Background: an optimization exercise with open tools, aiming at small area, a short achievable clock period and few clock cycles. Do not read the settings as production practice. The RTL was checked by simulation tests, not by an equivalence proof against the original design. Power and IR drop assume default switching activity.

==> flow/design.v <==
module weights_rom_dense_layer_2x_128_to_9 (
    input  wire [6:0]  addr,
    output reg  [71:0] data);
    wire [6:0] naddr = ~addr;
    always @(*) begin
        case (naddr)
        7'd127: data = 72'hbdf8102fdb1a3ec9ce;
        7'd126: data = 72'h0cddf1c2ebbc01d1d2;
        7'd125: data = 72'h0e493e232d18ffaf29;
        7'd124: data = 72'h1f58471bdebe57a4e6;
        7'd123: data = 72'hcae1ea3233422c0837;
        7'd122: data = 72'h2ccddb0ddab8eed335;
        7'd121: data = 72'he4cbd0ca3ef8351a40;
        7'd120: data = 72'he7ece0c507eff01738;
        7'd119: data = 72'hedf0c5fa21ff38d0c6;
        7'd118: data = 72'hffd758ed1904e617bc;
        7'd117: data = 72'h3d264de50afe38bd37;
        7'd116: data = 72'hfd294d17c349d69797;
        7'd115: data = 72'h0ac508281bed35f130;
        7'd114: data = 72'h461244ecc548e4433e;
        7'd113: data = 72'h14d8402cfefcd7e335;
        7'd112: data = 72'he945e5c3a242b5de46;
        7'd111: data = 72'hdf4e270ce7fb2dcd49;
        7'd110: data = 72'h2d27dad6c054cddced;
        7'd109: data = 72'hd71b3ce135fa2e2f95;
        7'd108: data = 72'hd3692f00f0eb1ceea8;
        7'd107: data = 72'hfb75dbf8eaf1da3020;
        7'd106: data = 72'h165aed44d7f528edad;
        7'd105: data = 72'he163cd531e69cbf6ea;
        7'd104: data = 72'hce32fae1e5ebc697e0;
        7'd103: data = 72'h571cc8d7fd234118cf;
        7'd102: data = 72'hcba31e0243620c25e5;
        7'd101: data = 72'h2b25dd4051edd3d52c;
        7'd100: data = 72'hb722dae00af5dd1c15;
        7'd99: data = 72'h392a24faf0f64d1ed4;
        7'd98: data = 72'hf273e94ade27dfd914;
        7'd97: data = 72'h299113e221e4d3a1b2;
        7'd96: data = 72'hd117e2611d43ec9f35;
        7'd95: data = 72'hf37021f9d9e33e1f15;
        7'd94: data = 72'he079e8eec85327cdd0;
        7'd93: data = 72'h342725e4f0f1160e29;
        7'd92: data = 72'he43205e42c41c517c6;
        7'd91: data = 72'h0c16ccfb0123b6d1f7;
        7'd90: data = 72'haed5ded70fd6d31912;
        7'd89: data = 72'he46633e3a62a1bedd6;
        7'd88: data = 72'he9bfc461c4de03d430;
        7'd87: data = 72'h21d3c20c3129c5c541;
        7'd86: data = 72'h11aafdc12fed1790fe;
        7'd85: data = 72'hca2ccd0b2d1db03740;
        7'd84: data = 72'hd3ce3e1c2dcc0844e3;
        7'd83: data = 72'h333134cf38c44ce405;
        7'd82: data = 72'hb1e31920cd0e46dee1;
        7'd81: data = 72'hdcdcf116be21efdbf7;
        7'd80: data = 72'hfde8fed2eb03c62909;
        7'd79: data = 72'hdc39e6c0f626c8c947;
        7'd78: data = 72'hf0edb7d5b0fdd2f6f2;
        7'd77: data = 72'h1cfeece304b4bd3931;
        7'd76: data = 72'h2943414738cec3bd03;
        7'd75: data = 72'h5324dbdf4b1d01e42e;
        7'd74: data = 72'h33c1daec44cd424a43;
        7'd73: data = 72'hfa39cfdcd0b1f6fd3d;
        7'd72: data = 72'hd90506d62f25d62135;
        7'd71: data = 72'h02f81fd8210c2af1d9;
        7'd70: data = 72'h21ee24de43ca3e29f4;
        7'd69: data = 72'hf0353ad2e5fad8d8cf;
        7'd68: data = 72'h1a042f3fcc2f353bed;
        7'd67: data = 72'hc6dacaecc7060558df;
        7'd66: data = 72'hfb27c13c26cf2de336;
        7'd65: data = 72'ha9cee4c9df2eeb19ea;
        7'd64: data = 72'hc9c2cd032efcb3b8e3;
        7'd63: data = 72'h040d3b35c02bef1edc;
        7'd62: data = 72'hf7ace9e829cc0218e4;
        7'd61: data = 72'he0b52cba0306e9b94c;
        7'd60: data = 72'h502237d93ecdcf24db;
        7'd59: data = 72'h37c63c261c2ed8e052;
        7'd58: data = 72'h46f3e2ea34d7d421eb;
        7'd57: data = 72'hedace0012de9ebccde;
        7'd56: data = 72'h060ee947dc36e39a68;
        7'd55: data = 72'h4214cd3db1d45edcdf;
        7'd54: data = 72'h07d23911d81d43bbdd;
        7'd53: data = 72'hec34e1e3c8df3229ee;
        7'd52: data = 72'hc2dedb402ad0cdf2f1;
        7'd51: data = 72'heb35ce36fde5381de8;
        7'd50: data = 72'hc9dad2f037d6041be0;
        7'd49: data = 72'h13ca2ef832f83cb6ec;
        7'd48: data = 72'hd3dfc4f24531defd56;
        7'd47: data = 72'hc52edcdcff2c3c4300;
        7'd46: data = 72'h14d549fc3037ccd505;
        7'd45: data = 72'hce3bda251b44e7eee7;
        7'd44: data = 72'h0ce51d0c35caf400ea;
        7'd43: data = 72'h374bc732c3d0dfcada;
        7'd42: data = 72'h34522a40b0cfc1a02f;
        7'd41: data = 72'hded8ced9c7bd3fdd40;
        7'd40: data = 72'h35e1ee4944022aa9c8;
        7'd39: data = 72'he8d2cad527d54ec6e1;
        7'd38: data = 72'h3dd8c01f2a2cff041f;
        7'd37: data = 72'he0d4ebbbfedf4181c3;
        7'd36: data = 72'h21c4d3cef8c3cb04b7;
        7'd35: data = 72'he34eea26d8e3ad2f1c;
        7'd34: data = 72'h365a3d250609f5ed1e;
        7'd33: data = 72'hc1b0ecd4312fcb3535;
        7'd32: data = 72'h2d00db134d29d52e48;
        7'd31: data = 72'h3d1039343ab9c621d8;
        7'd30: data = 72'h2dc0e72be9c7321436;
        7'd29: data = 72'hcd1522cd213535d3cf;
        7'd28: data = 72'h0107e1bd28f93bb0ca;
        7'd27: data = 72'hcbf41002c536cf39e5;
        7'd26: data = 72'hdd19fc2ce2192ad537;
        7'd25: data = 72'h49afbfddb639d2e1e1;
        7'd24: data = 72'hd2aa87e01c3824c747;
        7'd23: data = 72'h0ec9924ed2b3c7baec;
        7'd22: data = 72'h3852f1d71bc2ba153d;
        7'd21: data = 72'hc5f0efefb8e21e1de0;
        7'd20: data = 72'h44d63f2922581f1aef;
        7'd19: data = 72'hf2e715d6dfe8ca1d51;
        7'd18: data = 72'headcfe15d2ef17c242;
        7'd17: data = 72'hf2f3d2b931e429b213;
        7'd16: data = 72'h2308bebbf9e404b954;
        7'd15: data = 72'h225cd90e1ad42c2c33;
        7'd14: data = 72'hdc58f0fe3be9ad52dd;
        7'd13: data = 72'hd94ee8d03266de2913;
        7'd12: data = 72'h444ecdc8dc5ac5ead4;
        7'd11: data = 72'h32d4d9133e56d54cd8;
        7'd10: data = 72'h1dd5eb1fde443bf3da;
        7'd9: data = 72'hdad9dc1715e634f4d9;
        7'd8: data = 72'heec5e7de01f13547f0;
        7'd7: data = 72'h2be74efed0d6ece5c5;
        7'd6: data = 72'hc7c73f02c20a3d3cb6;
        7'd5: data = 72'hdd59512dba3acff530;
        7'd4: data = 72'hba527bdabadbc0f831;
        7'd3: data = 72'hbaae15d8bb3f0bfe3f;
        7'd2: data = 72'h2fca2d0819f6a03332;
        7'd1: data = 72'he4146513b8cc2442b4;
        7'd0: data = 72'hdbdd77d9074213f133;
        default: data = 72'h0;
        endcase
    end
endmodule
module biases_rom_dense_layer_2x_128_to_9 (
    output wire [71:0] data);
    assign data = 72'hb5d37f00087f4b9422;
endmodule
module dense_layer_2x_128_to_9 (
    input  wire        clk,
    input  wire        resetn,
    input  wire        start,
    input  wire [3:0]  read_addr,
    output wire [31:0] read_data,
    output reg         done,
    output reg         dense_start,
    output wire [6:0]  dense_read_addr,
    input  wire [3:0]  dense_read_data,
    input  wire        dense_done,
    output wire [6:0]  weight_addr,
    input  wire [71:0] weight_data,
    input  wire [71:0] bias_data);
    localparam AW = 17;
    reg        waiting;    
    reg        running;    
    reg        fin;        
    reg  [6:0] idx;        
    reg  [6:0] a_r;        
    wire go    = start & ~waiting & ~running & ~fin;
    wire step  = running | (waiting & dense_done);
    wire last  = (idx == 7'd127);
    assign dense_read_addr = idx;
    assign weight_addr     = a_r;
    always @(posedge clk) begin
        if (!resetn) begin
            waiting     <= 1'b0;
            running     <= 1'b0;
            fin         <= 1'b0;
            done        <= 1'b0;
            dense_start <= 1'b0;
            idx         <= 7'd0;
        end else begin
            dense_start <= go;
            if (go)
                waiting <= 1'b1;
            else if (dense_done)
                waiting <= 1'b0;
            if (waiting & dense_done)
                running <= 1'b1;
            else if (last)
                running <= 1'b0;
            fin <= step & last;
            if (go)
                done <= 1'b0;
            else if (fin)
                done <= 1'b1;
            if (step)
                idx <= idx + 7'd1;
        end
    end
    reg  [3:0]  x_r;
    always @(posedge clk) begin
        x_r <= step ? dense_read_data : 4'd0;
        a_r <= idx;
    end
    wire signed [AW-1:0] acc [0:8];
    genvar o;
    generate
        for (o = 0; o < 9; o = o + 1) begin : g_out
            wire signed [7:0] w = weight_data[8*o +: 8];
            wire signed [7:0] b = bias_data[8*o +: 8];
            reg  signed [AW-1:0] sum;
            wire [AW-1:0] next;
            mac_unit u_mac (.acc(sum), .w(w), .x(x_r), .y(next));
            always @(posedge clk)
                if (go)
                    sum <= b;
                else
                    sum <= next;
            assign acc[o] = sum;
        end
    endgenerate
    wire signed [AW-1:0] sel = read_addr[3] ? acc[8] : acc[read_addr[2:0]];
    assign read_data = {{(32-AW){sel[AW-1]}}, sel};
endmodule
module mac_unit (
    input  wire [16:0] acc,
    input  wire [7:0]  w,
    input  wire [3:0]  x,
    output wire [16:0] y);
    wire pp0_0 = w[0] & x[0];
    wire pp0_1 = w[1] & x[0];
    wire pp0_2 = w[2] & x[0];
    wire pp0_3 = w[3] & x[0];
    wire pp0_4 = w[4] & x[0];
    wire pp0_5 = w[5] & x[0];
    wire pp0_6 = w[6] & x[0];
    wire pn0 = ~(w[7] & x[0]);
    wire pp1_0 = w[0] & x[1];
    wire pp1_1 = w[1] & x[1];
    wire pp1_2 = w[2] & x[1];
    wire pp1_3 = w[3] & x[1];
    wire pp1_4 = w[4] & x[1];
    wire pp1_5 = w[5] & x[1];
    wire pp1_6 = w[6] & x[1];
    wire pn1 = ~(w[7] & x[1]);
    wire pp2_0 = w[0] & x[2];
    wire pp2_1 = w[1] & x[2];
    wire pp2_2 = w[2] & x[2];
    wire pp2_3 = w[3] & x[2];
    wire pp2_4 = w[4] & x[2];
    wire pp2_5 = w[5] & x[2];
    wire pp2_6 = w[6] & x[2];
    wire pn2 = ~(w[7] & x[2]);
    wire pp3_0 = w[0] & x[3];
    wire pp3_1 = w[1] & x[3];
    wire pp3_2 = w[2] & x[3];
    wire pp3_3 = w[3] & x[3];
    wire pp3_4 = w[4] & x[3];
    wire pp3_5 = w[5] & x[3];
    wire pp3_6 = w[6] & x[3];
    wire pn3 = ~(w[7] & x[3]);
    wire s1 = pp0_3 ^ pp1_2;
    wire c2 = pp0_3 & pp1_2;
    wire s3 = pp0_4 ^ pp1_3 ^ pp2_2;
    wire c4 = (pp0_4 & pp1_3) | (pp0_4 & pp2_2) | (pp1_3 & pp2_2);
    wire s5 = pp0_5 ^ pp1_4 ^ pp2_3;
    wire c6 = (pp0_5 & pp1_4) | (pp0_5 & pp2_3) | (pp1_4 & pp2_3);
    wire s7 = pp0_6 ^ pp1_5 ^ pp2_4;
    wire c8 = (pp0_6 & pp1_5) | (pp0_6 & pp2_4) | (pp1_5 & pp2_4);
    wire s9 = pn0 ^ pp1_6 ^ pp2_5;
    wire c10 = (pn0 & pp1_6) | (pn0 & pp2_5) | (pp1_6 & pp2_5);
    wire s11 = pp3_4 ^ acc[7];
    wire c12 = pp3_4 & acc[7];
    wire s13 = pn1 ^ pp2_6 ^ pp3_5;
    wire c14 = (pn1 & pp2_6) | (pn1 & pp3_5) | (pp2_6 & pp3_5);
    wire s15 = pp0_2 ^ pp1_1;
    wire c16 = pp0_2 & pp1_1;
    wire s17 = s1 ^ pp2_1 ^ pp3_0;
    wire c18 = (s1 & pp2_1) | (s1 & pp3_0) | (pp2_1 & pp3_0);
    wire s19 = c2 ^ s3 ^ pp3_1;
    wire c20 = (c2 & s3) | (c2 & pp3_1) | (s3 & pp3_1);
    wire s21 = c4 ^ s5 ^ pp3_2;
    wire c22 = (c4 & s5) | (c4 & pp3_2) | (s5 & pp3_2);
    wire s23 = c6 ^ s7 ^ pp3_3;
    wire c24 = (c6 & s7) | (c6 & pp3_3) | (s7 & pp3_3);
    wire s25 = c8 ^ s9 ^ s11;
    wire c26 = (c8 & s9) | (c8 & s11) | (s9 & s11);
    wire s27 = c10 ^ c12 ^ s13;
    wire c28 = (c10 & c12) | (c10 & s13) | (c12 & s13);
    wire s29 = c14 ^ pn2 ^ pp3_6;
    wire c30 = (c14 & pn2) | (c14 & pp3_6) | (pn2 & pp3_6);
    wire s31 = pp0_1 ^ pp1_0;
    wire c32 = pp0_1 & pp1_0;
    wire s33 = s15 ^ pp2_0 ^ acc[2];
    wire c34 = (s15 & pp2_0) | (s15 & acc[2]) | (pp2_0 & acc[2]);
    wire s35 = c16 ^ s17 ^ acc[3];
    wire c36 = (c16 & s17) | (c16 & acc[3]) | (s17 & acc[3]);
    wire s37 = c18 ^ s19 ^ acc[4];
    wire c38 = (c18 & s19) | (c18 & acc[4]) | (s19 & acc[4]);
    wire s39 = c20 ^ s21 ^ acc[5];
    wire c40 = (c20 & s21) | (c20 & acc[5]) | (s21 & acc[5]);
    wire s41 = c22 ^ s23 ^ acc[6];
    wire c42 = (c22 & s23) | (c22 & acc[6]) | (s23 & acc[6]);
    wire s43 = c24 ^ s25 ^ 1'b1;
    wire c44 = (c24 & s25) | (c24 & 1'b1) | (s25 & 1'b1);
    wire s45 = c26 ^ s27 ^ acc[8];
    wire c46 = (c26 & s27) | (c26 & acc[8]) | (s27 & acc[8]);
    wire s47 = c28 ^ s29 ^ acc[9];
    wire c48 = (c28 & s29) | (c28 & acc[9]) | (s29 & acc[9]);
    wire s49 = c30 ^ pn3 ^ acc[10];
    wire c50 = (c30 & pn3) | (c30 & acc[10]) | (pn3 & acc[10]);
    wire g0_0 = pp0_0 & acc[0];
    wire p0_0 = pp0_0 ^ acc[0];
    wire g1_1 = s31 & acc[1];
    wire p1_1 = s31 ^ acc[1];
    wire g2_2 = c32 & s33;
    wire p2_2 = c32 ^ s33;
    wire g3_3 = c34 & s35;
    wire p3_3 = c34 ^ s35;
    wire g4_4 = c36 & s37;
    wire p4_4 = c36 ^ s37;
    wire g5_5 = c38 & s39;
    wire p5_5 = c38 ^ s39;
    wire g6_6 = c40 & s41;
    wire p6_6 = c40 ^ s41;
    wire g7_7 = c42 & s43;
    wire p7_7 = c42 ^ s43;
    wire g8_8 = c44 & s45;
    wire p8_8 = c44 ^ s45;
    wire g9_9 = c46 & s47;
    wire p9_9 = c46 ^ s47;
    wire g10_10 = c48 & s49;
    wire p10_10 = c48 ^ s49;
    wire g1_0 = g1_1 | (p1_1 & g0_0);
    wire g3_2 = g3_3 | (p3_3 & g2_2);
    wire p3_2 = p3_3 & p2_2;
    wire g5_4 = g5_5 | (p5_5 & g4_4);
    wire p5_4 = p5_5 & p4_4;
    wire g7_6 = g7_7 | (p7_7 & g6_6);
    wire p7_6 = p7_7 & p6_6;
    wire g9_8 = g9_9 | (p9_9 & g8_8);
    wire p9_8 = p9_9 & p8_8;
    wire g3_0 = g3_2 | (p3_2 & g1_0);
    wire g7_4 = g7_6 | (p7_6 & g5_4);
    wire p7_4 = p7_6 & p5_4;
    wire g7_0 = g7_4 | (p7_4 & g3_0);
    wire g5_0 = g5_4 | (p5_4 & g3_0);
    wire g9_0 = g9_8 | (p9_8 & g7_0);
    wire g2_0 = g2_2 | (p2_2 & g1_0);
    wire g4_0 = g4_4 | (p4_4 & g3_0);
    wire g6_0 = g6_6 | (p6_6 & g5_0);
    wire g8_0 = g8_8 | (p8_8 & g7_0);
    wire g10_0 = g10_10 | (p10_10 & g9_0);
    wire [5:0] hi   = acc[16:11];
    wire up = c50 & g10_0;
    wire dn = ~(c50 | g10_0);
    wire [5:0] hi_n;
    assign hi_n[0] = hi[0] ^ (up | dn);
    assign hi_n[1] = hi[1] ^ ((up & (&hi[0:0])) | (dn & ~(|hi[0:0])));
    assign hi_n[2] = hi[2] ^ ((up & (&hi[1:0])) | (dn & ~(|hi[1:0])));
    assign hi_n[3] = hi[3] ^ ((up & (&hi[2:0])) | (dn & ~(|hi[2:0])));
    assign hi_n[4] = hi[4] ^ ((up & (&hi[3:0])) | (dn & ~(|hi[3:0])));
    assign hi_n[5] = hi[5] ^ ((up & (&hi[4:0])) | (dn & ~(|hi[4:0])));
    assign y = {hi_n, (p10_10 ^ g9_0), (p9_9 ^ g8_0), (p8_8 ^ g7_0), (p7_7 ^ g6_0), (p6_6 ^ g5_0), (p5_5 ^ g4_0), (p4_4 ^ g3_0), (p3_3 ^ g2_0), (p2_2 ^ g1_0), (p1_1 ^ g0_0), (p0_0)};
endmodule
module dense2_fc_top (
    input  wire        clk,
    input  wire        resetn,
    input  wire        start,
    input  wire [3:0]  read_addr,
    output wire [31:0] read_data,
    output wire        done,
    output wire        dense_start,
    input  wire        dense_done,
    output wire [6:0]  dense_read_addr,
    input  wire [3:0]  dense_read_data
);
    wire [6:0]  weight_addr;
    wire [71:0] weight_data;
    wire [71:0] bias_data;
    dense_layer_2x_128_to_9 u_dense (
        .clk(clk),
        .resetn(resetn),
        .start(start),
        .read_addr(read_addr),
        .read_data(read_data),
        .done(done),
        .dense_start(dense_start),
        .dense_read_addr(dense_read_addr),
        .dense_read_data(dense_read_data),
        .dense_done(dense_done),
        .weight_addr(weight_addr),
        .weight_data(weight_data),
        .bias_data(bias_data)
    );
    weights_rom_dense_layer_2x_128_to_9 u_wrom (
        .addr(weight_addr),
        .data(weight_data)
    );
    biases_rom_dense_layer_2x_128_to_9 u_brom (
        .data(bias_data)
    );
endmodule
==> flow/flow/run.sh <==
#!/bin/bash
# Layout flow: the standard synthesis, then netopt.py removes inverters
# that the adder extraction left around full adders (a full adder is
# self-dual, so inverting all its pins keeps its function); then the standard
# floorplan-to-finish steps, with repair_timing aiming for extra setup margin
# on the worst path (TNS_END_PERCENT 0 in config.mk keeps it to that path).
set -euo pipefail
R=$PWD/orfs/results/${FLOW_PLATFORM}/dense2_fc_top/base
bash standard.sh synth > synth.log 2>&1
cp $R/1_2_yosys.v 1_2_yosys.orig.v
python3 flow/netopt.py 1_2_yosys.orig.v $R/1_2_yosys.v > netopt.log 2>&1
rm -f $R/1_synth.odb
bash standard.sh synth > synth_odb.log 2>&1
export SETUP_SLACK_MARGIN=10
bash standard.sh > layout.log 2>&1
==> flow/flow/netopt.py <==
#!/usr/bin/env python3
"""Remove redundant inverters around full adders in a mapped sky130hd netlist.

A full adder is self-dual: fa(~a, ~b, ~c) = (~cout, ~sum). Where inverting all of
an adder's inputs and outputs saves inverters, the adder is flipped. Inverters
fed by inverters are bypassed and inverters without loads are removed. The
function of every register input and output port is unchanged.

usage: netopt.py IN.v OUT.v
"""
import re, sys
from collections import defaultdict

src = open(sys.argv[1]).read()
cell_re = re.compile(r'^([ \t]*)(sky130_fd_sc_hd__\w+)\s+(\S+)\s*\((.*?)\);[ \t]*\n', re.S | re.M)
pin_re = re.compile(r'\.(\w+)\(\s*(.*?)\s*\)\s*(?:,|$)', re.S)
OUTPINS = {'X', 'Y', 'Q', 'Q_N', 'SUM', 'COUT', 'HI', 'LO'}

cells = []
segs = []
pos = 0
for m in cell_re.finditer(src):
    segs.append(src[pos:m.start()])
    segs.append(len(cells))
    cells.append({'type': m.group(2), 'name': m.group(3), 'indent': m.group(1),
                  'pins': dict(pin_re.findall(m.group(4))), 'order': [p for p, _ in pin_re.findall(m.group(4))],
                  'alive': True})
    pos = m.end()
tail = src[pos:]

# nets that are module ports keep their values
port_names = set()
for m in re.finditer(r'^\s*(?:output|input)\s+(?:wire\s+)?(?:\[[^\]]*\]\s*)?(.+?);', src, re.M):
    for n in m.group(1).split(','):
        port_names.add(n.strip())
def protected(n):
    base = n.split('[')[0].strip()
    return base in port_names or n.strip() in port_names

drv = {}
loads = defaultdict(set)
for i, c in enumerate(cells):
    for p, n in c['pins'].items():
        if p in OUTPINS:
            drv[n] = (i, p)
        else:
            loads[n].add((i, p))

def connect(i, p, n):
    old = cells[i]['pins'][p]
    if p in OUTPINS:
        if drv.get(old) == (i, p):
            del drv[old]
        drv[n] = (i, p)
    else:
        loads[old].discard((i, p))
        loads[n].add((i, p))
    cells[i]['pins'][p] = n

def kill(i):
    c = cells[i]
    c['alive'] = False
    for p, n in c['pins'].items():
        if p in OUTPINS:
            if drv.get(n) == (i, p):
                del drv[n]
        else:
            loads[n].discard((i, p))

def is_inv(i):
    c = cells[i]
    return c['alive'] and re.match(r'sky130_fd_sc_hd__(clk)?inv_\d+$', c['type']) is not None

cnt = [0]
def fresh():
    cnt[0] += 1
    return '_netopt_n%d_' % cnt[0]

def new_inv(a, y):
    cnt[0] += 1
    i = len(cells)
    cells.append({'type': 'sky130_fd_sc_hd__inv_1', 'name': '_netopt_i%d_' % cnt[0], 'indent': '  ',
                  'pins': {'A': a, 'Y': y}, 'order': ['A', 'Y'], 'alive': True})
    segs.append(i)
    drv[y] = (i, 'Y')
    loads[a].add((i, 'A'))
    return i

def complement(n):
    d = drv.get(n)
    if d and is_inv(d[0]):
        return cells[d[0]]['pins']['A']
    for i, p in loads.get(n, ()):
        if is_inv(i):
            return cells[i]['pins']['Y']
    return None

def out_invs_only(n):
    ls = loads.get(n, set())
    if protected(n) or not ls:
        return None
    if not all(is_inv(i) for i, _ in ls):
        return None
    if any(protected(cells[i]['pins']['Y']) for i, _ in ls):
        return None
    return [i for i, _ in ls]

def gain(i):
    c = cells[i]
    g = 0
    for p in ('A', 'B', 'CIN'):
        n = c['pins'][p]
        d = drv.get(n)
        k = complement(n)
        if k is None:
            g -= 1
        elif d and is_inv(d[0]) and len(loads[n]) == 1 and not protected(n):
            g += 1
    for p in ('COUT', 'SUM'):
        invs = out_invs_only(c['pins'][p])
        g += len(invs) if invs else -1
    return g

def flip(i):
    c = cells[i]
    for p in ('A', 'B', 'CIN'):
        n = c['pins'][p]
        k = complement(n)
        if k is None:
            k = fresh()
            new_inv(n, k)
        connect(i, p, k)
        d = drv.get(n)
        if d and is_inv(d[0]) and not loads[n] and not protected(n):
            kill(d[0])
    for p in ('COUT', 'SUM'):
        n = c['pins'][p]
        invs = out_invs_only(n)
        m = fresh()
        connect(i, p, m)
        if invs:
            for j in invs:
                y = cells[j]['pins']['Y']
                kill(j)
                for (l, q) in list(loads[y]):
                    connect(l, q, m)
        else:
            new_inv(m, n)

flips = 0
changed = True
while changed:
    changed = False
    for i in range(len(cells)):
        c = cells[i]
        if c['alive'] and c['type'].startswith('sky130_fd_sc_hd__fa_') and gain(i) > 0:
            flip(i)
            flips += 1
            changed = True

# bypass inverter pairs, drop dead inverters
changed = True
while changed:
    changed = False
    for i in range(len(cells)):
        if not is_inv(i):
            continue
        a, y = cells[i]['pins']['A'], cells[i]['pins']['Y']
        if not loads.get(y) and not protected(y):
            kill(i); changed = True; continue
        d = drv.get(a)
        if d and is_inv(d[0]) and not protected(y):
            s = cells[d[0]]['pins']['A']
            for (l, q) in list(loads[y]):
                connect(l, q, s)
            kill(i); changed = True

out = []
newwires = set()
for s in segs:
    if isinstance(s, str):
        out.append(s); continue
    c = cells[s]
    if not c['alive']:
        continue
    for p, n in c['pins'].items():
        if n.startswith('_netopt_n'):
            newwires.add(n)
    body = ',\n'.join('    .%s(%s%s)' % (p, c['pins'][p], ' ' if c['pins'][p].startswith('\\') else '')
                       for p in c['order'])
    out.append('%s%s %s (\n%s\n  );\n' % (c['indent'], c['type'], c['name'], body))
text = ''.join(out)
# new cells went after the last original one, before endmodule
text = text + tail
decl = ''.join('  wire %s;\n' % w for w in sorted(newwires))
text = re.sub(r'(module\s+\S+\s*\([^;]*\);\n)', lambda m: m.group(1) + decl, text, count=1)
open(sys.argv[2], 'w').write(text)
sys.stderr.write('netopt: %d adders flipped, %d inverters left of %d\n' % (
    flips, sum(1 for i in range(len(cells)) if is_inv(i)),
    sum(1 for c in cells if re.match(r'sky130_fd_sc_hd__(clk)?inv_\d+$', c['type']) and not c['name'].startswith('_netopt'))))
==> flow/standard.sh <==
#!/bin/bash
# synth_recipe.tcl (not shown) runs the flow's synth.tcl, then flattens the netlist and writes it again
# the make line also repeats each setting of config.mk as NAME=value (left out here)
make -C /OpenROAD-flow-scripts/flow DESIGN_CONFIG=/design/flow/config.mk WORK_HOME=/design/flow/orfs CLKGATE_MAP_FILE= SYNTH_SCRIPT=/design/flow/synth_recipe.tcl "${@:-finish}"
==> flow/config.mk <==
export PLATFORM = sky130hd
export DESIGN_NAME = dense2_fc_top
export DESIGN_NICKNAME = dense2_fc_top
export VERILOG_FILES = /design/flow/design.v
export SDC_FILE = /design/flow/constraint.sdc
export NUM_CORES = 4
export LEC_CHECK = 0
export ABC_AREA = 1
export CAP_MARGIN = 20
export CORE_MARGIN = 2
export CORE_UTILIZATION = 40
export SLEW_MARGIN = 20
export SYNTH_MEMORY_MAX_BITS = 65536
export TNS_END_PERCENT = 0
==> flow/constraint.sdc <==
create_clock -name core_clock -period 15.0 [get_ports {clk}]
set_input_delay 3.0000 -clock core_clock [delete_from_list [all_inputs] [get_ports {clk}]]
set_output_delay 3.0000 -clock core_clock [all_outputs]
set_load 0.01 [all_outputs]
==> summary.md, run 1 <==
| Metric | Value |
|---|---|
| Critical Path RT | `12.00 ns` |
| Arrival @ worst endpoint | `4.26 ns` |
| DRT iter0 DRCs | `5409` |
| Pin count of the biggest net entering global routing | `72` |
| CTS root buf | `clkbuf_16` |
| Slew headroom | `15.39%` |
| Vias in the first global route | `30030` |
| Cell area power density | `129.6 nW/um2` |
| Slack of the critical path | `7.740 ns` |
| Most frequent cells in the layout | `nand2_1 (1219), nand3_1 (594), inv_1 (459)` |
| Dpl ws | `6.585 ns` |
| Max VDD drop | `0.0001266 V` |
| Syn Area/Cell | `6.284 um2` |
| Clock power share | `13.1%` |
| Post-Syn Area | `26180 um2` |
| Max Clock Skew | `0.02965 ns` |
| Critical path startpoint category | `primary input` |
| IO Port Bufs | `52` |
| CTS tree | `done` |
| Die footprint | `67520 um2` |
| RD Place Congestion | `1.231` |
| Post-Syn Nets | `4589` |
| GRT Overall Usage | `50.91%` |
| Initial antenna violation count | `22` |
| CP Cell Sequence | `buf_12 -> clkinvlp_4 -> nand3_4 -> buf_6 -> inv_8 -> nand2_4 -> o21ai_2 -> nor2_1 -> nand4_1 -> nand2_1 -> nand2_1 -> buf_2` |
| Core Footprint | `64580 um2` |
| Via count | `32200` |
| WL per Instance | `34.59 um` |
| Initial core utilization | `40.54%` |
| Critical Path Max Stage Delay | `0.18 ns` |
| Row count | `93` |
| Unrepaired setup endpoints after global routing | `true` |
| Power Internal | `1749 uW` |
| Most common cell after layout, fill and taps aside | `nand2_1` |
| Final hold vios | `0` |
| Max Cap Viol | `0` |
| Comb power frac | `64.2%` |
| 1st-pass router iterations | `8` |
| Leakage power | `0.01396 uW` |
| Share of layout cells above drive strength 1 | `7.935%` |
| Htree depth | `4` |
| Max Fanout on Critical Path | `5` |
| Status | `no timing/DRC/antenna violations` |
| Pins Over Slew Limit | `0` |
| Clock-pin slew on the worst setup and hold paths | `0.09 ns` |
| Crit end category | `output port` |
| Cells after Synth | `4167` |
| Routed WL | `172600 um` |
| Critical setup path kind | `primary input to output port` |
| Switching share of power | `52.94%` |
| Fin nets | `4530` |
| Total negative slack | `0 ns` |
| Top cell family by delay on the critical path | `simple AND/OR/NAND/NOR gates` |
| Final Cycle Share | `48.40%` |
| Crit path max-delay cell type | `clkinvlp_4` |
| Post-route DRC | `0` |
| Via density | `6.454` |
| Max Fclk | `0.1377 GHz` |
| Num CTS Buffers | `17` |
| Area growth, synth to finish | `9.514%` |
| Number of fill cells | `7025` |
| Clk latency of the worst-skew pair | `0.50 ns` |
| Psw | `1968 uW` |
| Hold_buf cts | `0` |
| Placed insts | `4912` |
| FF-to-FF setup slack | `7.78 ns` |
| Worst-Margin Slew | `1.269 ns` |
| I/O pin cnt | `53` |
| First-pass GRT wire length | `236600 um` |
| Overflow after GRT | `0` |
| Dpl hpwl | `131000 um` |
| Sequential share of power | `22.7%` |
| CTS Buffer Depth | `2` |
| CTS sink count | `176` |
| Hold crit path type | `flop to flop` |
| Setup-failing EPs final | `0` |
| Die Y | `259.9 um` |
| CP dominant cell by count | `nand2_1` |
| Yosys Warn Count | `2` |
| Die width | `259.9 um` |
| CP bufs+invs | `5` |
| Min Clock Period, post-route | `7.260 ns` |
| Post-detailed-route count of antenna-violating nets | `0` |
| Final non-filler cell total | `4990` |
==> stage by stage <==
step	total power [uW]	utilization (%)	area, um2	hold slack, ns
3_3_place_gp	3091	42.24	27280	0.3898
2_1_floorplan	2359	-	26390	0.3932
5_1_grt	4027	44.36	28650	0.3991
4_1_cts	3640	43.68	28210	0.3904
6_report	3717	44.40	28680	0.3946
3_5_place_dp	3139	42.24	27280	0.3779
==> layout make-up <==
class | instances | area [um2] | area share, %
inverter | 487 | 1908 | 6.654
clock inverter | 14 | 162.7 | 0.5672
antenna | 14 | 35.03 | 0.1222
tap | 855 | 1070 | 3.731
timing repair buffer | 141 | 1229 | 4.285
multi-input combinational | 3283 | 20280 | 70.71
sequential | 176 | 3540 | 12.34
clock buffer | 18 | 439.2 | 1.532
timing repair inverter | 2 | 16.27 | 0.05672
==> metal layers <==
layer,track usage [%],part of all wire (%),vias up
li1,-,-,13250
met1,62.21,37,15320
met2,66.28,37,2766
met3,29.05,17,845
met4,34.56,9.1,24
met5,2.920,0.19,-
==> path summary, 6_finish.rpt <==
path / start / end / cells after the start
worst min register to register: u_dense.idx[6]$_SDFFE_PN0N_ / u_dense.a_r[6]$_DFF_P_ / 0
worst max-delay path: read_addr[0] / read_data[7] / 12
worst min-delay path: u_dense.idx[6]$_SDFFE_PN0N_ / u_dense.a_r[6]$_DFF_P_ / 0
worst max register to register: u_dense.a_r[2]$_DFF_P_ / u_dense.g_out[0].sum[15]$_SDFF_PP0_ / 31
==> sequential cells by signal (all words and copies together), names as in the netlist <==
name / count
u_dense.g_out.sum: 153
u_dense.idx: 7
u_dense.a_r: 7
u_dense.fin: 1
u_dense.waiting: 1
u_dense.x_r: 4
u_dense.running: 1
u_dense.dense_start: 1
u_dense.done: 1
==> power by group through the flow <==
stage               Sequential (uW)  Combinational (uW)  Clock [uW]
floorplan                       742                1620           0
global placement                841                2250           0
CTS                             832                2310         496
finish                          843                2390         488
global route                    849                2670         507
detailed placement              840                2300           0
==> repair_timing <==
item | CTS | global route
buffers inserted | 18 | 9
hold endpoints to repair | 0 | 0
pin swaps | 17 | 19
setup endpoints to repair | 169 | 167
cloned | 5 | 0
gates resized for setup | 185 | 131
Testbench counts, summed over its fixed seeds: cycles 3,120.
==> run 2, diff against run 1 <==
--- a/flow/config.mk
+++ b/flow/config.mk
@@ -10,3 +10,3 @@
 export CORE_MARGIN = 2
-export CORE_UTILIZATION = 40
+export CORE_UTILIZATION = 60
 export SLEW_MARGIN = 20
==> run 2 against run 1 <==
The run now fails in global routing. Synthesized area is the same. Synthesized cell count stayed put.
==> summary.md, run 2 <==
| Metric | Value |
|---|---|
| Die Y | `212.9 um` |
| Error msg | `[ERROR GRT-0116] Global routing finished with congestion. Check the congestion regions in the DRC Viewer.` |
| Overflow after GRT | `26` |
| Row count | `76` |
| First-pass GRT wire length | `242900 um` |
| Status | `did not finish` |
| Failed at | `global routing` |
| Pin count of the biggest net entering global routing | `77` |
| Num CTS Buffers | `17` |
| Dpl hpwl | `113200 um` |
| Yosys Warn Count | `2` |
| I/O pin cnt | `53` |
| Die width | `212.9 um` |
| Post-Syn Area | `26180 um2` |
| Htree depth | `4` |
| Post-Syn Nets | `4589` |
| Vias in the first global route | `34720` |
| Syn Area/Cell | `6.284 um2` |
| IO Port Bufs | `52` |
| Initial core utilization | `60.78%` |
| CTS Buffer Depth | `2` |
| GRT Overall Usage | `74.71%` |
| RD Place Congestion | `1.408` |
| CTS root buf | `clkbuf_16` |
| Cells after Synth | `4167` |
## run 2: worst min-delay path by stage
stage                                            from                      to  slack, ns
after floorplan           u_dense.idx[6]$_SDFFE_PN0N_  u_dense.a_r[6]$_DFF_P_       0.39
after detailed placement  u_dense.idx[6]$_SDFFE_PN0N_  u_dense.a_r[6]$_DFF_P_       0.38
after CTS                 u_dense.idx[6]$_SDFFE_PN0N_  u_dense.a_r[6]$_DFF_P_       0.39
after global placement    u_dense.idx[4]$_SDFFE_PN0N_  u_dense.a_r[4]$_DFF_P_       0.38
## run 2: timing repair
| action | 4_1_cts |
|---|---|
| hold buffers | 0 |
| pin swaps | 10 |
| setup buffers | 27 |
| setup endpoints to repair | 165 |
| gates cloned | 4 |
| resized for setup | 233 |
## run 2: power by group through the flow
stage	clock network [uW]	logic (uW)	registers (uW)
floorplan	0	1620	742
global placement	0	2160	825
detailed placement	0	2350	829
CTS	445	2450	826
## run 2: per-stage QoR
step / cell area [um2] / utilization [%] / cells / worst slack, ns
after floorplan: 26390 / - / 4167 / 7.958
after global placement: 26790 / 62.19 / 4622 / 6.565
after detailed placement: 26790 / 62.19 / 4622 / 6.521
after CTS: 27840 / 64.64 / 4685 / 7.843
## run 2: routing by layer
| layer | GRT overflow | track usage [%] |
|---|---|---|
| met3 | 2 | 60.54 |
| met2 | 11 | 88.73 |
| met1 | 0 | 77.37 |
| met4 | 13 | 67.54 |
| met5 | 0 | 44.72 |
==> run 3, diff against run 2 <==
--- a/flow/design.v
+++ b/flow/design.v
@@ -161,8 +161,7 @@
     reg  [6:0] idx;        
-    reg  [6:0] a_r;        
     wire go    = start & ~waiting & ~running & ~fin;
     wire step  = running | (waiting & dense_done);
-    wire last  = (idx == 7'd127);
-    assign dense_read_addr = idx;
-    assign weight_addr     = a_r;
+    wire last  = (idx == 7'd126);
+    assign dense_read_addr = idx + 7'd1;
+    assign weight_addr     = idx;
     always @(posedge clk) begin
@@ -174,3 +173,3 @@
             dense_start <= 1'b0;
-            idx         <= 7'd0;
+            idx         <= 7'd127;
         end else begin
@@ -195,6 +194,4 @@
     reg  [3:0]  x_r;
-    always @(posedge clk) begin
+    always @(posedge clk)
         x_r <= step ? dense_read_data : 4'd0;
-        a_r <= idx;
-    end
     wire signed [AW-1:0] acc [0:8];
==> run 3 against run 2 <==
The run again fails in global routing. Synthesized cell count is 2.4% lower. Synthesized area decreased by 2.0%.
==> summary.md, run 3 <==
| Metric | Value |
|---|---|
| Status | `did not finish` |
| Failed at | `global routing` |
| Error msg | `[ERROR GRT-0116] Global routing finished with congestion. Check the congestion regions in the DRC Viewer.` |
| CTS Buffer Depth | `2` |
| Vias in the first global route | `35340` |
| CTS root buf | `clkbuf_16` |
| RD Place Congestion | `1.481` |
| I/O pin cnt | `53` |
| Post-Syn Nets | `4490` |
| Syn Area/Cell | `6.311 um2` |
| Die Y | `210.8 um` |
| Pin count of the biggest net entering global routing | `84` |
| Row count | `75` |
| Dpl hpwl | `110100 um` |
| Yosys Warn Count | `2` |
| GRT Overall Usage | `74.53%` |
| IO Port Bufs | `52` |
| Num CTS Buffers | `17` |
| Die width | `210.8 um` |
| Placed insts | `4483` |
| Cells after Synth | `4065` |
| Htree depth | `4` |
| Hold_buf cts | `0` |
| Initial core utilization | `61.02%` |
| First-pass GRT wire length | `241400 um` |
| Post-Syn Area | `25650 um2` |
| Overflow after GRT | `95` |
==> run 3: timing repair <==
action | 4_1_cts
pin swaps | 9
setup buffers | 26
resized for setup | 243
cloned | 2
endpoints found under the setup margin | 172
==> run 3: through the flow <==
stage,power (uW),setup slack (ns),utilization (%),area [um2]
3_5_place_dp,4466,6.070,62.61,26320
2_1_floorplan,3177,7.921,-,25910
4_1_cts,5029,7.689,64.82,27250
3_3_place_gp,4211,6.156,62.61,26320
==> run 3: power groups by stage <==
stage	combinational, uW	sequential [uW]	clock, uW
floorplan	2450	727	0
global placement	3420	790	0
detailed placement	3670	800	0
CTS	3770	795	462
==> run 3: worst max path at each step <==
stage,startpoint,to,slack (ns),depth (start not counted)
4_1_cts,read_addr[2],read_data[6],7.69,9
3_5_place_dp,read_addr[0],read_data[4],6.07,9
3_3_place_gp,read_addr[0],read_data[4],6.16,9
2_1_floorplan,read_addr[0],read_data[17],7.92,9
==> run 3: layer usage <==
| layer | overflow | track usage, % |
|---|---|---|
| met2 | 56 | 90.22 |
| met5 | 0 | 40.49 |
| met3 | 5 | 61.40 |
| met4 | 32 | 67.51 |
| met1 | 2 | 75.47 |
Testbench counts of run 3, summed over its fixed seeds: cycles 3,120.
==> run 4, diff against run 3 <==
--- a/flow/design.v
+++ b/flow/design.v
@@ -163,4 +163,4 @@
     wire step  = running | (waiting & dense_done);
-    wire last  = (idx == 7'd126);
-    assign dense_read_addr = idx + 7'd1;
+    wire last  = (idx == 7'd127);
+    assign dense_read_addr = idx;
     assign weight_addr     = idx;
@@ -173,3 +173,3 @@
             dense_start <= 1'b0;
-            idx         <= 7'd127;
+            idx         <= 7'd0;
         end else begin
@@ -194,4 +194,7 @@
     reg  [3:0]  x_r;
-    always @(posedge clk)
+    reg  [71:0] w_r;
+    always @(posedge clk) begin
         x_r <= step ? dense_read_data : 4'd0;
+        w_r <= weight_data;
+    end
     wire signed [AW-1:0] acc [0:8];
@@ -200,3 +203,3 @@
         for (o = 0; o < 9; o = o + 1) begin : g_out
-            wire signed [7:0] w = weight_data[8*o +: 8];
+            wire signed [7:0] w = w_r[8*o +: 8];
             wire signed [7:0] b = bias_data[8*o +: 8];
@@ -303,47 +306,27 @@
     wire c50 = (c30 & pn3) | (c30 & acc[10]) | (pn3 & acc[10]);
-    wire g0_0 = pp0_0 & acc[0];
-    wire p0_0 = pp0_0 ^ acc[0];
-    wire g1_1 = s31 & acc[1];
-    wire p1_1 = s31 ^ acc[1];
-    wire g2_2 = c32 & s33;
-    wire p2_2 = c32 ^ s33;
-    wire g3_3 = c34 & s35;
-    wire p3_3 = c34 ^ s35;
-    wire g4_4 = c36 & s37;
-    wire p4_4 = c36 ^ s37;
-    wire g5_5 = c38 & s39;
-    wire p5_5 = c38 ^ s39;
-    wire g6_6 = c40 & s41;
-    wire p6_6 = c40 ^ s41;
-    wire g7_7 = c42 & s43;
-    wire p7_7 = c42 ^ s43;
-    wire g8_8 = c44 & s45;
-    wire p8_8 = c44 ^ s45;
-    wire g9_9 = c46 & s47;
-    wire p9_9 = c46 ^ s47;
-    wire g10_10 = c48 & s49;
-    wire p10_10 = c48 ^ s49;
-    wire g1_0 = g1_1 | (p1_1 & g0_0);
-    wire g3_2 = g3_3 | (p3_3 & g2_2);
-    wire p3_2 = p3_3 & p2_2;
-    wire g5_4 = g5_5 | (p5_5 & g4_4);
-    wire p5_4 = p5_5 & p4_4;
-    wire g7_6 = g7_7 | (p7_7 & g6_6);
-    wire p7_6 = p7_7 & p6_6;
-    wire g9_8 = g9_9 | (p9_9 & g8_8);
-    wire p9_8 = p9_9 & p8_8;
-    wire g3_0 = g3_2 | (p3_2 & g1_0);
-    wire g7_4 = g7_6 | (p7_6 & g5_4);
-    wire p7_4 = p7_6 & p5_4;
-    wire g7_0 = g7_4 | (p7_4 & g3_0);
-    wire g5_0 = g5_4 | (p5_4 & g3_0);
-    wire g9_0 = g9_8 | (p9_8 & g7_0);
-    wire g2_0 = g2_2 | (p2_2 & g1_0);
-    wire g4_0 = g4_4 | (p4_4 & g3_0);
-    wire g6_0 = g6_6 | (p6_6 & g5_0);
-    wire g8_0 = g8_8 | (p8_8 & g7_0);
-    wire g10_0 = g10_10 | (p10_10 & g9_0);
+    wire s51 = pp0_0 ^ acc[0];
+    wire c52 = pp0_0 & acc[0];
+    wire s53 = s31 ^ acc[1] ^ c52;
+    wire c54 = (s31 & acc[1]) | (s31 & c52) | (acc[1] & c52);
+    wire s55 = c32 ^ s33 ^ c54;
+    wire c56 = (c32 & s33) | (c32 & c54) | (s33 & c54);
+    wire s57 = c34 ^ s35 ^ c56;
+    wire c58 = (c34 & s35) | (c34 & c56) | (s35 & c56);
+    wire s59 = c36 ^ s37 ^ c58;
+    wire c60 = (c36 & s37) | (c36 & c58) | (s37 & c58);
+    wire s61 = c38 ^ s39 ^ c60;
+    wire c62 = (c38 & s39) | (c38 & c60) | (s39 & c60);
+    wire s63 = c40 ^ s41 ^ c62;
+    wire c64 = (c40 & s41) | (c40 & c62) | (s41 & c62);
+    wire s65 = c42 ^ s43 ^ c64;
+    wire c66 = (c42 & s43) | (c42 & c64) | (s43 & c64);
+    wire s67 = c44 ^ s45 ^ c66;
+    wire c68 = (c44 & s45) | (c44 & c66) | (s45 & c66);
+    wire s69 = c46 ^ s47 ^ c68;
+    wire c70 = (c46 & s47) | (c46 & c68) | (s47 & c68);
+    wire s71 = c48 ^ s49 ^ c70;
+    wire c72 = (c48 & s49) | (c48 & c70) | (s49 & c70);
     wire [5:0] hi   = acc[16:11];
-    wire up = c50 & g10_0;
-    wire dn = ~(c50 | g10_0);
+    wire up = c50 & c72;
+    wire dn = ~(c50 | c72);
     wire [5:0] hi_n;
@@ -355,3 +338,3 @@
     assign hi_n[5] = hi[5] ^ ((up & (&hi[4:0])) | (dn & ~(|hi[4:0])));
-    assign y = {hi_n, (p10_10 ^ g9_0), (p9_9 ^ g8_0), (p8_8 ^ g7_0), (p7_7 ^ g6_0), (p6_6 ^ g5_0), (p5_5 ^ g4_0), (p4_4 ^ g3_0), (p3_3 ^ g2_0), (p2_2 ^ g1_0), (p1_1 ^ g0_0), (p0_0)};
+    assign y = {hi_n, s71, s69, s67, s65, s63, s61, s59, s57, s55, s53, s51};
 endmodule
==> flow/flow/run.sh (replaced) <==
#!/bin/bash
# Layout flow: the standard synthesis, then two netlist clean-ups that keep
# every register and the logic function:
#  - netopt.py removes inverters that the adder extraction left around full
#    adders (a full adder is self-dual, so inverting all its pins keeps its
#    function);
#  - remap_rom.tcl re-maps the weight ROM's logic (the cone feeding the w_r
#    registers) with a stronger area script (rom.abc);
# then the standard floorplan-to-finish steps, with repair_timing aiming for
# extra setup margin on the worst path (TNS_END_PERCENT 0 in config.mk keeps it
# to that path).
set -euo pipefail
R=$PWD/orfs/results/${FLOW_PLATFORM}/dense2_fc_top/base
L=$PWD/orfs/logs/${FLOW_PLATFORM}/dense2_fc_top/base
YOSYS=$(command -v yosys || echo $FLOW_HOME/../tools/install/yosys/bin/yosys)
bash standard.sh synth > synth.log 2>&1
cp $R/1_2_yosys.v 1_2_yosys.orig.v
python3 flow/netopt.py 1_2_yosys.orig.v 1_2_yosys.netopt.v > netopt.log 2>&1
export LIB=$FLOW_HOME/platforms/${FLOW_PLATFORM}/lib/sky130_fd_sc_hd__tt_025C_1v80.lib
export DONT_USE="$(grep -o -- '-dont_use [^ ]*' $L/1_2_yosys.log | sort -u | tr '\n' ' ')"
export ROM_ABC=$PWD/flow/rom.abc IN_V=1_2_yosys.netopt.v OUT_V=$R/1_2_yosys.v
$YOSYS -c flow/remap_rom.tcl > remap_rom.log 2>&1
rm -f $R/1_synth.odb
bash standard.sh synth > synth_odb.log 2>&1
export SETUP_SLACK_MARGIN=10
bash standard.sh > layout.log 2>&1
==> flow/flow/remap_rom.tcl (new file) <==
# Re-map the weight ROM's logic (the cone that feeds the w_r registers, up to
# the address registers) with a stronger area-oriented ABC script. Every other
# cell, all registers included, is kept as it is.
yosys read_liberty -ignore_miss_func $::env(LIB)
yosys read_verilog $::env(IN_V)
yosys hierarchy -top $::env(FLOW_TOP)
yosys cd $::env(FLOW_TOP)
yosys select -set wr t:sky130_fd_sc_hd__dfxtp_1 n:*w_r* %i
yosys select -set dn @wr %ci:+\[D\] @wr %d
yosys select -set cone @dn %ci*:-sky130_fd_sc_hd__dfxtp_1\[D,CLK\] t:* %i t:sky130_fd_sc_hd__dfxtp_1 %d
yosys select -count @cone
yosys select -set keep t:* @cone %d
yosys setattr -set keep_hierarchy 1 @keep
yosys cd ..
yosys flatten
yosys opt_clean -purge
yosys abc -liberty $::env(LIB) {*}$::env(DONT_USE) -script $::env(ROM_ABC) $::env(FLOW_TOP)/t:\$_*
yosys opt_clean -purge
yosys hilomap -singleton -hicell sky130_fd_sc_hd__conb_1 HI -locell sky130_fd_sc_hd__conb_1 LO
yosys opt_clean -purge
yosys stat -liberty $::env(LIB)
yosys select $::env(FLOW_TOP)
yosys write_verilog -noattr -noexpr -nohex -nodec -selected $::env(OUT_V)
==> flow/flow/rom.abc (new file) <==
strash
&get -n
&fraig -x
&put
dc2
dch -f
map -a
strash
dch -f
map -a
topo
--- a/flow/config.mk
+++ b/flow/config.mk
@@ -10,3 +10,3 @@
 export CORE_MARGIN = 2
-export CORE_UTILIZATION = 60
+export CORE_UTILIZATION = 40
 export SLEW_MARGIN = 20
==> run 4 against run 3 <==
The run now finishes clean. Synthesized area fell by 6.4%. Synthesized cell count fell by 17%.
==> summary.md, run 4 <==
| Metric | Value |
|---|---|
| RD Place Congestion | `1.264` |
| Status | `no timing/DRC/antenna violations` |
| Via density | `6.819` |
| Core Footprint | `59130 um2` |
| Yosys Warn Count | `2` |
| Crit path max-delay cell type | `clkdlybuf4s15_2` |
| Top flop regs | `u_dense.g_out.sum: 153 flops, u_dense.w_r: 72 flops, u_dense.idx: 7 flops` |
| Clock-pin slew on the worst setup and hold paths | `0.06 ns` |
| Max VDD drop | `0.0001504 V` |
| Critical Path Max Stage Delay | `0.22 ns` |
| Clk latency of the worst-skew pair | `0.65 ns` |
| CTS tree | `done` |
| Via count | `29680` |
| Most frequent cells in the layout | `nand2_1 (605), nor2_1 (461), inv_1 (412)` |
| Most common cell after layout, fill and taps aside | `nand2_1` |
| Htree depth | `1` |
| IO Port Bufs | `52` |
| Final Cycle Share | `48.09%` |
| CP bufs+invs | `4` |
| Final hold vios | `0` |
| Share of layout cells above drive strength 1 | `9.730%` |
| 1st-pass router iterations | `14` |
| DRT iter0 DRCs | `5455` |
| Critical Path RT | `12.00 ns` |
| CP Cell Sequence | `buf_16 -> inv_12 -> nand3_4 -> buf_12 -> nor2_2 -> nor3_2 -> nand3_2 -> nand2_1 -> nand2_1 -> clkdlybuf4s15_2` |
| Max Fanout on Critical Path | `8` |
| CP dominant cell by count | `nand2_1` |
| Fin nets | `3894` |
| Critical setup path kind | `primary input to output port` |
| Worst-Margin Slew | `1.304 ns` |
| Max Clock Skew | `0.04550 ns` |
| Min Clock Period, post-route | `7.213 ns` |
| Cells after Synth | `3378` |
| Setup-failing EPs final | `0` |
| Max FFs per register | `153` |
| CTS root buf | `clkbuf_16` |
| Post-Syn Nets | `3741` |
| Die footprint | `62000 um2` |
| Max Fclk | `0.1386 GHz` |
| Crit end category | `output port` |
| Hold_buf cts | `0` |
| Area growth, synth to finish | `16.65%` |
| Die Y | `249.0 um` |
| GRT Overall Usage | `53.62%` |
| Pin count of the biggest net entering global routing | `72` |
| Top cell family by delay on the critical path | `simple AND/OR/NAND/NOR gates` |
| Row count | `89` |
| Initial antenna violation count | `30` |
| Unrepaired setup endpoints after global routing | `true` |
| Pins Over Slew Limit | `0` |
| Max Cap Viol | `0` |
| Dpl hpwl | `120600 um` |
| Overflow after GRT | `0` |
| Critical path startpoint category | `primary input` |
| Slack of the critical path | `7.787 ns` |
| CTS sink count | `241` |
| Total negative slack | `0 ns` |
| Post-detailed-route count of antenna-violating nets | `0` |
| Dpl ws | `6.188 ns` |
| Routed WL | `167000 um` |
| CTS Buffer Depth | `3` |
| Initial core utilization | `40.60%` |
| Arrival @ worst endpoint | `4.21 ns` |
| I/O pin cnt | `53` |
| WL per Instance | `38.38 um` |
| Slew headroom | `12.72%` |
| Total chip power | `4082 uW` |
| Post-route DRC | `0` |
| Post-Syn Area | `24010 um2` |
| Vias in the first global route | `28540` |
| Hold crit path type | `flop to flop` |
| Leakage power | `0.01197 uW` |
| Syn Area/Cell | `7.107 um2` |
| Num CTS Buffers | `31` |
| Die width | `249.0 um` |
| Largest reg by FF count | `u_dense.g_out.sum` |
| Cell area power density | `145.8 nW/um2` |
| First-pass GRT wire length | `229800 um` |
-- run 4: final timing paths --
kind | startpoint | end | slack (ns) | depth (start not counted)
worst max register to register | u_dense.x_r[1]$_SDFF_PP0_ | u_dense.g_out[4].sum[16]$_SDFF_PP0_ | 8.18 | 24
worst max-delay path | read_addr[2] | read_data[1] | 7.79 | 10
worst min register to register | u_dense.g_out[6].sum[14]$_SDFF_PP0_ | u_dense.g_out[6].sum[14]$_SDFF_PP0_ | 0.45 | 1
worst min-delay path | u_dense.g_out[6].sum[14]$_SDFF_PP0_ | u_dense.g_out[6].sum[14]$_SDFF_PP0_ | 0.45 | 1
-- run 4: what timing repair did --
action                                  CTS  global route
setup buffers                            36             4
gates resized for setup                 218            16
cloned                                    7             0
pin swaps                                27             7
endpoints found under the setup margin  120           151
-- run 4: metal layers --
metal | vias up | global-route usage, % | wire (um)
met5 | - | 12.20 | 1055
met4 | 40 | 47.74 | 20600
met3 | 1202 | 33.26 | 27160
met2 | 2791 | 70.69 | 62410
met1 | 14180 | 58.20 | 55790
li1 | 11470 | - | -
-- run 4: cell type report --
type,instances,area (um2)
clock buffers,37,828.3
clock inverters,21,295.3
flip-flops and latches,241,4836
well taps,773,967.2
diodes,23,57.56
repair buffers,196,1739
fillers,6005,31130
repair inverters,1,8.758
inverters,600,2293
multi-input cells,2460,16980
-- run 4: per-stage QoR --
step | area (um2) | hold slack, ns | instances | util [%]
floorplan | 24170 | 0.4223 | 3378 | -
global placement | 25990 | 0.4403 | 4219 | 43.95
detailed placement | 26000 | 0.4436 | 4219 | 43.97
CTS | 27820 | 0.4521 | 4320 | 47.06
global route | 27970 | 0.4924 | 4337 | 47.30
finish | 28000 | 0.4548 | 4352 | 47.36
-- run 4: power by group --
part | internal, uW | switching, uW
clock | 501 | 336
sequential | 855 | 241
combinational | 750 | 1400
Testbench counts of run 4, summed over its fixed seeds: cycles 3,120.
==> run 5, diff against run 4 <==
--- a/flow/config.mk
+++ b/flow/config.mk
@@ -10,3 +10,3 @@
 export CORE_MARGIN = 2
-export CORE_UTILIZATION = 40
+export CORE_UTILIZATION = 60
 export SLEW_MARGIN = 20
==> run 5 against run 4 <==
The flow now stops in global routing. Synthesized area stayed put. Synthesized cell count stayed put.
==> summary.md, run 5 <==
| Metric | Value |
|---|---|
| CTS root buf | `clkbuf_16` |
| Cells after Synth | `3378` |
| Placed insts | `3950` |
| Num CTS Buffers | `27` |
| Failed at | `global routing` |
| Htree depth | `1` |
| Post-Syn Nets | `3741` |
| Post-Syn Area | `24010 um2` |
| I/O pin cnt | `53` |
| Die width | `204.0 um` |
| Die Y | `204.0 um` |
| Hold_buf cts | `0` |
| Syn Area/Cell | `7.107 um2` |
| Error msg | `[ERROR GRT-0116] Global routing finished with congestion. Check the congestion regions in the DRC Viewer.` |
| CTS Buffer Depth | `3` |
| Initial core utilization | `60.56%` |
| First-pass GRT wire length | `241700 um` |
| Overflow after GRT | `153` |
| Yosys Warn Count | `2` |
| Dpl ws | `6.151 ns` |
| Dpl hpwl | `103500 um` |
| Vias in the first global route | `34610` |
| Status | `did not finish` |
| Row count | `73` |
| IO Port Bufs | `52` |
| Pin count of the biggest net entering global routing | `85` |
| GRT Overall Usage | `80.19%` |
| RD Place Congestion | `1.537` |
## run 5: how the worst min path moves through the flow
stage	to	slack, ns	cells after the start
2_1_floorplan	u_dense.g_out[4].sum[14]$_SDFF_PP0_	0.42	1
3_3_place_gp	u_dense.g_out[5].sum[14]$_SDFF_PP0_	0.44	1
3_5_place_dp	u_dense.g_out[6].sum[14]$_SDFF_PP0_	0.45	1
4_1_cts	u_dense.g_out[6].sum[14]$_SDFF_PP0_	0.46	1
## run 5: power by group through the flow
stage          sequential [uW]  combinational, uW  clock (uW)
4_1_cts                   1070               2090         693
3_5_place_dp              1070               2000           0
3_3_place_gp              1060               1830           0
2_1_floorplan              965               1310           0
## run 5: metal layers
metal	global-route usage (%)	GRT overflow
met1	81.36	14
met2	93.46	59
met3	69.16	18
met4	75.00	58
met5	42.98	4
## run 5: per-stage QoR
| stage | power, uW | instance area, um2 | utilization [%] |
|---|---|---|---|
| after global placement | 2886 | 25500 | 64.34 |
| after CTS | 3855 | 27120 | 68.41 |
| after floorplan | 2279 | 24170 | - |
| after detailed placement | 3074 | 25510 | 64.34 |
## run 5: timing repair
item | 4_1_cts
setup buffers | 35
gates resized for setup | 248
pin swaps | 29
setup endpoints to repair | 117
cloned | 12

separate check: timing with driven ports:
Ports are ideal in the flow. The routed layouts listed here were re-timed in OpenROAD. Step 1 assumes that a clkbuf_16 drives the clock port and a buf_2 every other input. Step 2 times the ports against the registers' clock, not the clock port: input delays grow and output delays shrink by t, the midpoint of the rising clock arrivals with the driver on. Three values: ideal, step 1, step 2; two values: the first two.
run | shift t [ns] | setup slack, ns | hold slack, ns | worst setup path after step 2 | worst slew at a driven data input, ns
run 1 | 0.548 | 7.740 / 7.678 / 7.678 | 0.395 / 0.395 / 0.395 | input to output | 0.06
run 4 | 0.695 | 7.787 / 7.616 / 7.616 | 0.455 / 0.455 / 0.455 | input to output | 0.18
After both steps every run listed still meets setup and hold. The setup slack of run 4, which loses most, moves by -0.171 ns with the drivers and by -0.171 ns with both steps.
